What follows belongs to an exercise in optimizing a design on an open flow for small area and a short achievable clock period; a production flow would make more cautious choices. Only simulation tests tie the RTL to the original design; equivalence was not proved. Power and IR drop assume default switching activity.

==> run X <==
==> flow/design.v (excerpt) <==
module bcd_top (
  input  wire        clk,
  input  wire [15:0] bin_in,
  output reg  [18:0] bcd_out
);
clock: 12.0 ns
lec_check: 0
cap_margin: 20
core_margin: 2
core_utilization: 65
cts_buf_list: sky130_fd_sc_hd__clkbuf_4
cts_cluster_size: 40
place_density: 0.75
slew_margin: 20
standard.sh (not shown) runs the stock make flow with config.mk's settings and CLKGATE_MAP_FILE= SYNTH_SCRIPT=/design/flow/synth_recipe.tcl, a recipe that flattens the netlist after the stock synthesis.
==> flow/flow/run.sh <==
#!/bin/bash
# Own layout flow: the standard ORFS flow, with these changes:
#  - synthesis maps the logic with flow/abc_area.script (area-oriented ABC
#    mapping) instead of ORFS's; everything else in synthesis is synth_recipe.tcl
#  - no half/full-adder extraction before ABC (ADDER_MAP_FILE empty)
#  - every port gets a $PORTBUF buffer
#  - placement/CTS/route timing repair aims at a setup margin of $MARGIN ns
set -uo pipefail
HERE=$(pwd)
source flow/params.sh
# scripts folder = ORFS scripts with our ABC script in place of abc_area.script
mkdir -p scripts_ovr
for f in "$FLOW_HOME"/scripts/*; do ln -sf "$f" scripts_ovr/; done
rm -f scripts_ovr/abc_area.script
cp flow/abc_area.script scripts_ovr/abc_area.script
{ echo "set ::env(SCRIPTS_DIR) $HERE/scripts_ovr"; cat synth_recipe.tcl; } > my_synth.tcl
bash standard.sh SYNTH_SCRIPT=$HERE/my_synth.tcl ADDER_MAP_FILE= ABC_AREA=1 ABC_CLOCK_PERIOD_IN_PS=$ABC_D synth > synth.log 2>&1 || { tail -50 synth.log; exit 1; }
bash standard.sh SETUP_SLACK_MARGIN=$MARGIN "BUFFER_PORTS_ARGS=-buffer_cell $PORTBUF" $EXTRA finish > finish.log 2>&1 || { tail -50 finish.log; exit 1; }
==> flow/flow/abc_area.script <==
strash
dc2
dch
map -D 2400
topo
stime -c
buffer -c
upsize -c
dnsize -c
==> flow/flow/params.sh <==
ABC_D=4000
MARGIN=9.0
EXTRA="SKIP_INCREMENTAL_REPAIR=1"
PORTBUF=sky130_fd_sc_hd__buf_1
==> run E: changes against run X <==
==> flow/flow/abc_area.script (replaced) <==
strash
dc2
dch
map -D 2400
topo
stime -c
upsize -c
dnsize -c
==> flow/flow/params.sh (replaced) <==
ABC_D=4000
MARGIN=0
EXTRA=""
PORTBUF=sky130_fd_sc_hd__buf_1
--- a/flow/config.mk
+++ b/flow/config.mk
@@ -10,4 +10,2 @@
 export CORE_UTILIZATION = 65
-export CTS_BUF_LIST = sky130_fd_sc_hd__clkbuf_4
-export CTS_CLUSTER_SIZE = 40
 export PLACE_DENSITY = 0.75
==> run R: changes against run X <==
==> flow/flow/abc_area.script (replaced) <==
strash
dc2
dch
map -D 2400
topo
stime -c
upsize -c
dnsize -c
==> flow/flow/params.sh (replaced) <==
ABC_D=4000
MARGIN=0
EXTRA=""
PORTBUF=sky130_fd_sc_hd__buf_1
--- a/flow/config.mk
+++ b/flow/config.mk
@@ -9,6 +9,4 @@
 export CORE_MARGIN = 2
-export CORE_UTILIZATION = 65
-export CTS_BUF_LIST = sky130_fd_sc_hd__clkbuf_4
-export CTS_CLUSTER_SIZE = 40
-export PLACE_DENSITY = 0.75
+export CORE_UTILIZATION = 55
+export PLACE_DENSITY = 0.65
 export SLEW_MARGIN = 20
==> impl_metrics.ini <==
[synth]
avgSynthCellArea_um2 = 6.35

[global_route]
globalRouteMet1Util_pct = 31.9

[power]
vdd.ir_drop.worst_v = 0.000180
seq_cell_power_uw = 159

[run_status]
outcome = complete, no violations

[cts]
worst_skew_pair.late_latency_ns = 0.29

[cells_and_area]
num-nonclk-buffers = 35
-- figures above: run E

==> impl_metrics.ini <==
[routing]
viasPerCell = 5.24

[critical_path]
buf_inv_stages_crit_path = 3

[global_route]
globalRouteMet1Util_pct = 26.4

[synth]
avgSynthCellArea_um2 = 6.35

[cts]
worst_skew_pair.late_latency_ns = 0.29

[run_status]
outcome = complete, no violations

[power]
vdd.ir_drop.worst_v = 0.000176

[cells_and_area]
num-nonclk-buffers = 35
-- figures above: run R

==> impl_metrics.ini <==
[synth]
avgSynthCellArea_um2 = 6.20

[power]
vdd.ir_drop.worst_v = 0.000196
seq_cell_power_uw = 160

[run_status]
outcome = complete, no violations

[cts]
worst_skew_pair.late_latency_ns = 0.35

[cells_and_area]
num-nonclk-buffers = 45
-- figures above: run X


==> 06-20: inputs <==
Starting RTL as in the previous note.
// bcd_top
module bcd_top (
  input  wire        clk,
  input  wire [15:0] bin_in,
  output reg  [18:0] bcd_out
);
  reg  [15:0] b_q;
  wire [18:0] p;
  binbcd16 u_conv (.B(b_q), .P(p));
  always @(posedge clk) begin
    b_q     <= bin_in;
    bcd_out <= p;
  end
endmodule
==> flow/config.mk <==
export PLATFORM = sky130hd
export DESIGN_NAME = bcd_top
export DESIGN_NICKNAME = bcd_top
export VERILOG_FILES = /design/flow/design.v
export SDC_FILE = /design/flow/constraint.sdc
export NUM_CORES = 4
export LEC_CHECK = 0
export CAP_MARGIN = 20
export CORE_MARGIN = 2
export CORE_UTILIZATION = 65
export CTS_BUF_LIST = sky130_fd_sc_hd__clkbuf_4
export CTS_CLUSTER_SIZE = 40
export PLACE_DENSITY = 0.75
export SLEW_MARGIN = 20
==> flow/constraint.sdc <==
create_clock -name core_clock -period 12.0 [get_ports {clk}]
set_input_delay 2.4000 -clock core_clock [delete_from_list [all_inputs] [get_ports {clk}]]
set_output_delay 2.4000 -clock core_clock [all_outputs]
set_load 0.01 [all_outputs]
==> flow/flow/abc_area.script <==
strash
dc2
dch
map -D 2400
topo
stime -c
buffer -c
upsize -c
dnsize -c
==> flow/flow/params.sh <==
ABC_D=4000
MARGIN=8.7
EXTRA="SKIP_INCREMENTAL_REPAIR=1"
PORTBUF=sky130_fd_sc_hd__buf_1
Scripts as last shown in full above: flow/flow/run.sh
==> inputs of 05-11, as changes to 06-20 <==
==> flow/flow/abc_area.script (replaced) <==
strash
dc2
dch
map -D 2600
topo
stime -c
buffer -c
upsize -c
dnsize -c
==> flow/flow/params.sh (replaced) <==
ABC_D=4000
MARGIN=0
EXTRA=""
PORTBUF=sky130_fd_sc_hd__buf_1
==> summary.txt <==
Area fraction of the dominant cell type after synthesis: 05-11 25.1%; 06-20 24.6%
Status: 05-11 finished clean; 06-20 finished clean
Fraction of the cycle the final worst path needs: 05-11 30.9%; 06-20 29.1%
Area taken by multi-input logic gates: 05-11 1890 um2; 06-20 2140 um2
Signal arrival time at the worst endpoint: 05-11 3970 ps; 06-20 3720 ps
Multi-input gates: 05-11 372; 06-20 374
End of the worst register-to-register path: 05-11 bcd_out[10]; 06-20 bcd_out[16]
Power attributed to sequential cells: 05-11 0.000158 W; 06-20 0.000159 W
Switching power share of the total: 05-11 50.5%; 06-20 49.4%
Post-detailed-routing wire length: 05-11 5410 um; 06-20 6590 um
Final clock-cell share: 05-11 1.52%; 06-20 2.25%
HPWL after DPL: 05-11 4440 um; 06-20 4570 um
Resized cells post-CTS: 05-11 0; 06-20 54
Vias per cell: 05-11 5.15; 06-20 5.52
Total clock network power: 05-11 0.0000585 W; 06-20 0.0000850 W
Cell count after placement: 05-11 547; 06-20 545
Post-Synthesis Cells: 05-11 462; 06-20 460
Clock transition at the registers of the reported paths: 05-11 110 ps; 06-20 120 ps
Largest net degree at the start of global routing: 05-11 11; 06-20 12
Filler cell count in the final layout: 05-11 364; 06-20 328
Met3 Resource Use GR: 05-11 4.80%; 06-20 4.33%
Sequential cell area: 05-11 701 um2; 06-20 712 um2
Psw: 05-11 0.000318 W; 06-20 0.000357 W
Static leakage power: 05-11 1.43 nW; 06-20 1.58 nW
Stages on worst setup path: 05-11 26; 06-20 24
Max VDD drop: 05-11 0.106 mV; 06-20 0.191 mV

==> 12-05: inputs <==
bcd_top again, from the RTL that the note above started with.
clock: 12.0 ns
lec_check: 0
cap_margin: 20
core_margin: 2
core_utilization: 65
place_density: 0.75
slew_margin: 20
==> flow/flow/abc_area.script <==
strash
dch
map -D 3000
topo
stime -c
buffer -c
upsize -c
dnsize -c
==> flow/flow/params.sh <==
ABC_D=4000
MARGIN=0
EXTRA=""
PORTBUF=sky130_fd_sc_hd__buf_1
Scripts as last shown in full above: flow/flow/run.sh
==> 01-24: changes against 12-05 <==
--- a/flow/flow/run.sh
+++ b/flow/flow/run.sh
@@ -14,5 +14,5 @@
 rm -f scripts_ovr/abc_area.script
 cp flow/abc_area.script scripts_ovr/abc_area.script
 { echo "set ::env(SCRIPTS_DIR) $HERE/scripts_ovr"; cat synth_recipe.tcl; } > my_synth.tcl
-bash standard.sh SYNTH_SCRIPT=$HERE/my_synth.tcl ADDER_MAP_FILE= ABC_AREA=1 ABC_CLOCK_PERIOD_IN_PS=$ABC_D synth > synth.log 2>&1 || { tail -50 synth.log; exit 1; }
+bash standard.sh SYNTH_SCRIPT=$HERE/my_synth.tcl ADDER_MAP_FILE= ABC_AREA=1 ABC_CLOCK_PERIOD_IN_PS=$ABC_D $SYNTH_EXTRA synth > synth.log 2>&1 || { tail -50 synth.log; exit 1; }
 bash standard.sh SETUP_SLACK_MARGIN=$MARGIN "BUFFER_PORTS_ARGS=-buffer_cell $PORTBUF" $EXTRA finish > finish.log 2>&1 || { tail -50 finish.log; exit 1; }
==> flow/flow/abc_area.script (replaced) <==
strash
dc2
dch
map -D 2400
topo
stime -c
upsize -c
dnsize -c
==> flow/flow/params.sh (replaced) <==
ABC_D=4000
MARGIN=0
EXTRA=""
PORTBUF=sky130_fd_sc_hd__buf_1
SYNTH_EXTRA="ABC_DRIVER_CELL=sky130_fd_sc_hd__inv_1"
==> 07-10: changes against 12-05 <==
==> flow/flow/abc_area.script (replaced) <==
strash
dc2
dch
map -D 2400
topo
stime -c
buffer -c
upsize -c
dnsize -c
==> flow/flow/params.sh (replaced) <==
ABC_D=4000
MARGIN=8.4
EXTRA="SKIP_INCREMENTAL_REPAIR=1"
PORTBUF=sky130_fd_sc_hd__buf_1
CTS_BUF_LIST = sky130_fd_sc_hd__clkbuf_4   (was unset)
CTS_CLUSTER_SIZE = 40   (was unset)
==> 08-08: changes against 12-05 <==
==> flow/flow/params.sh (replaced) <==
ABC_D=4000
MARGIN=8.2
EXTRA=""
PORTBUF=sky130_fd_sc_hd__buf_1
CORE_UTILIZATION = 55   (was 65)
PLACE_DENSITY = 0.7   (was 0.75)
==> metrics.md <==
| Metric | Value |
|---|---|
| Status | timing/DRC/antenna clean |
| Worst setup margin | 8.113 ns |
| R2R Setup Slk | around 8 ns |
| CLK BUF | 6 |
| Register area | 700.7 µm² |
| Synth Area in Simple Gates | between 30% and 40% |
(the above is from 12-05)
==> metrics.md <==
| Metric | Value |
|---|---|
| CLK BUF | 5 |
| Status | timing/DRC/antenna clean |
| Register area | around 700 µm² |
| Synth Area in Simple Gates | roughly 37% |
| Flop pwr share | 23.8% |
| R2R Setup Slk | 8.45 ns |
| Worst Hold Launch | b_q[0] |
| Worst setup margin | 8.445 ns |
(the above is from 07-10)
==> metrics.md <==
| Metric | Value |
|---|---|
| Synth Area in Simple Gates | 37.30% |
| Status | timing/DRC/antenna clean |
| Mapped Nets | about 480 |
| CLK BUF | 5 |
| Fmax | slightly below 300 MHz |
| Cts bufs inserted | 5 |
(the above is from 01-24)
==> metrics.md <==
| Metric | Value |
|---|---|
| Register area | 713.2 µm² |
| Fmax | around 260 MHz |
| Worst setup margin | just over 8 ns |
| R2R Setup Slk | approximately 8.2 ns |
| CLK BUF | 6 |
| Status | timing/DRC/antenna clean |
(the above is from 08-08)

==> inputs of trial 96 <==
bcd_top again, from the RTL that the note above started with.
==> flow/config.mk <==
export PLATFORM = sky130hd
export DESIGN_NAME = bcd_top
export DESIGN_NICKNAME = bcd_top
export VERILOG_FILES = /design/flow/design.v
export SDC_FILE = /design/flow/constraint.sdc
export NUM_CORES = 4
export LEC_CHECK = 0
export CAP_MARGIN = 20
export CORE_MARGIN = 2
export CORE_UTILIZATION = 65
export PLACE_DENSITY = 0.75
export SLEW_MARGIN = 20
==> flow/constraint.sdc <==
create_clock -name core_clock -period 12.0 [get_ports {clk}]
set_input_delay 2.4000 -clock core_clock [delete_from_list [all_inputs] [get_ports {clk}]]
set_output_delay 2.4000 -clock core_clock [all_outputs]
set_load 0.01 [all_outputs]
==> flow/flow/run.sh <==
#!/bin/bash
# Own layout flow: the standard ORFS flow, with these changes:
#  - synthesis maps the logic with flow/abc_area.script (area-oriented ABC
#    mapping) instead of ORFS's; everything else in synthesis is synth_recipe.tcl
#  - no half/full-adder extraction before ABC (ADDER_MAP_FILE empty)
#  - every port gets a $PORTBUF buffer
#  - placement/CTS/route timing repair aims at a setup margin of $MARGIN ns
set -uo pipefail
HERE=$(pwd)
source flow/params.sh
# scripts folder = ORFS scripts with our ABC script in place of abc_area.script
mkdir -p scripts_ovr
for f in "$FLOW_HOME"/scripts/*; do ln -sf "$f" scripts_ovr/; done
rm -f scripts_ovr/abc_area.script
cp flow/abc_area.script scripts_ovr/abc_area.script
{ echo "set ::env(SCRIPTS_DIR) $HERE/scripts_ovr"; cat synth_recipe.tcl; } > my_synth.tcl
bash standard.sh SYNTH_SCRIPT=$HERE/my_synth.tcl ADDER_MAP_FILE= ABC_AREA=1 ABC_CLOCK_PERIOD_IN_PS=$ABC_D synth > synth.log 2>&1 || { tail -50 synth.log; exit 1; }
bash standard.sh SETUP_SLACK_MARGIN=$MARGIN "BUFFER_PORTS_ARGS=-buffer_cell $PORTBUF" $EXTRA finish > finish.log 2>&1 || { tail -50 finish.log; exit 1; }
==> flow/flow/abc_area.script <==
strash
dch
map -a
topo
stime -c
buffer -c
upsize -c
dnsize -c
==> flow/flow/params.sh <==
ABC_D=4000
MARGIN=0
EXTRA=""
PORTBUF=sky130_fd_sc_hd__buf_1
==> trial 48 (differences from trial 96) <==
==> flow/flow/abc_area.script (replaced) <==
strash
dch
map -D 3000
topo
stime -c
buffer -c
upsize -c
dnsize -c
==> flow/flow/params.sh (replaced) <==
ABC_D=4000
MARGIN=8.6
EXTRA=""
PORTBUF=sky130_fd_sc_hd__buf_1
Settings changed: CORE_UTILIZATION 65 to 55, PLACE_DENSITY 0.75 to 0.7.
==> trial 71 (differences from trial 96) <==
==> flow/flow/abc_area.script (replaced) <==
strash
dc2
dch
map -D 2600
topo
stime -c
buffer -c
upsize -c
dnsize -c
Settings changed: CORE_UTILIZATION 65 to 80, CTS_BUF_LIST from default to sky130_fd_sc_hd__clkbuf_4, CTS_CLUSTER_SIZE from default to 40, PLACE_DENSITY 0.75 to 0.9.
==> summary of the runs <==
- Trial 48 went through all stages and came out clean. Trial 96 passed the timing, DRC and antenna checks. Trial 71 aborted during global placement.
- In trial 96 the sequential share of layout area is higher than in trial 48, by 3.9 points.
- Sequential power: trial 48 is larger than trial 96 (about 3%).
- In clock-buffer cell count, trial 48 and trial 96 do not differ.
- Between trial 48 and trial 96, the lower final cell count is in trial 96 (gap 5.3%, measured against trial 96).
- The highest synthesized cell count belongs to trial 96, the lowest to trial 71.
- Register-to-register slack is about the same in trial 96 and trial 48.
==> figures <==
|  | trial 96 | trial 71 | trial 48 |
|---|---|---|---|
| Outcome | timing/DRC/antenna clean | aborted with a tool error | timing/DRC/antenna clean |
| Failing step | - | global placement | - |
| CP arrival | 4.27 ns | - | 4.31 ns |
| #MultiIn Comb | 385 | - | 379 |
| Area of combinational cells with multiple inputs | 2050 um^2 | - | 2510 um^2 |
| Signed area change from the synthesized netlist to the final layout | 8.97% | - | 47.5% |
| Clock sink count | 35 | - | 35 |
| Critical Path Stages | 27 | - | 29 |
| Fraction of the yosys area taken by sequential cells | 0.231 | 0.251 | 0.250 |
| Global-route wire length before repair | 11.1 mm | - | 12.0 mm |
| Slew at the pin closest to its max-slew limit | 0.499 ns | - | 0.591 ns |
| Worst hold start | b_q[0]$_DFF_P_ | - | b_q[0]$_DFF_P_ |
| Static Leak | 1.60 nW | - | 1.80 nW |
| Most common cell after layout, fill and taps aside | sky130_fd_sc_hd__nand2_1 | - | sky130_fd_sc_hd__nand2_1 |
| Flip-flop and latch share of the layout cell area | 0.212 | - | 0.173 |

[afterwards: timing with drivers on the ports]
The flow's constraints put no driver on any port. The routed layouts listed below were extracted and timed again, unchanged, in two steps.
Step 1 sets driving cells, clkbuf_16 on the clock port and buf_2 on the other inputs (assumed; they add their load-dependent delay and slew).
Step 2 moves the port delays by t, midway between the first and last clock arrival at a register: inputs arrive t later, outputs are due t later. That takes back most of the time a late clock gives input paths.
a / b / c = no drivers / after step 1 / after step 2; a / b = the first two.
run | shift t [ns] | setup slack, ns | latest minus earliest clock arrival (ns)
run X | 0.372 | 8.573 / 8.573 / 8.573 | 0.011 / 0.011
run E | 0.310 | 8.539 / 8.539 / 8.539 | 0.006 / 0.006
run R | 0.318 | 8.519 / 8.519 / 8.519 | 0.011 / 0.010
06-20 | 0.367 | 8.506 / 8.506 / 8.506 | 0.014 / 0.014
05-11 | 0.363 | 8.295 / 8.295 / 8.295 | 0.019 / 0.020
12-05 | 0.315 | 8.113 / 8.113 / 8.113 | 0.008 / 0.008
01-24 | 0.325 | 8.540 / 8.540 / 8.540 | 0.010 / 0.010
07-10 | 0.367 | 8.445 / 8.445 / 8.445 | 0.015 / 0.015
08-08 | 0.324 | 8.167 / 8.167 / 8.167 | 0.020 / 0.020
trial 96 | 0.320 | 7.886 / 7.886 / 7.886 | 0.012 / 0.012
trial 48 | 0.324 | 7.900 / 7.900 / 7.900 | 0.023 / 0.023
After both steps setup and hold are still met in every run listed.
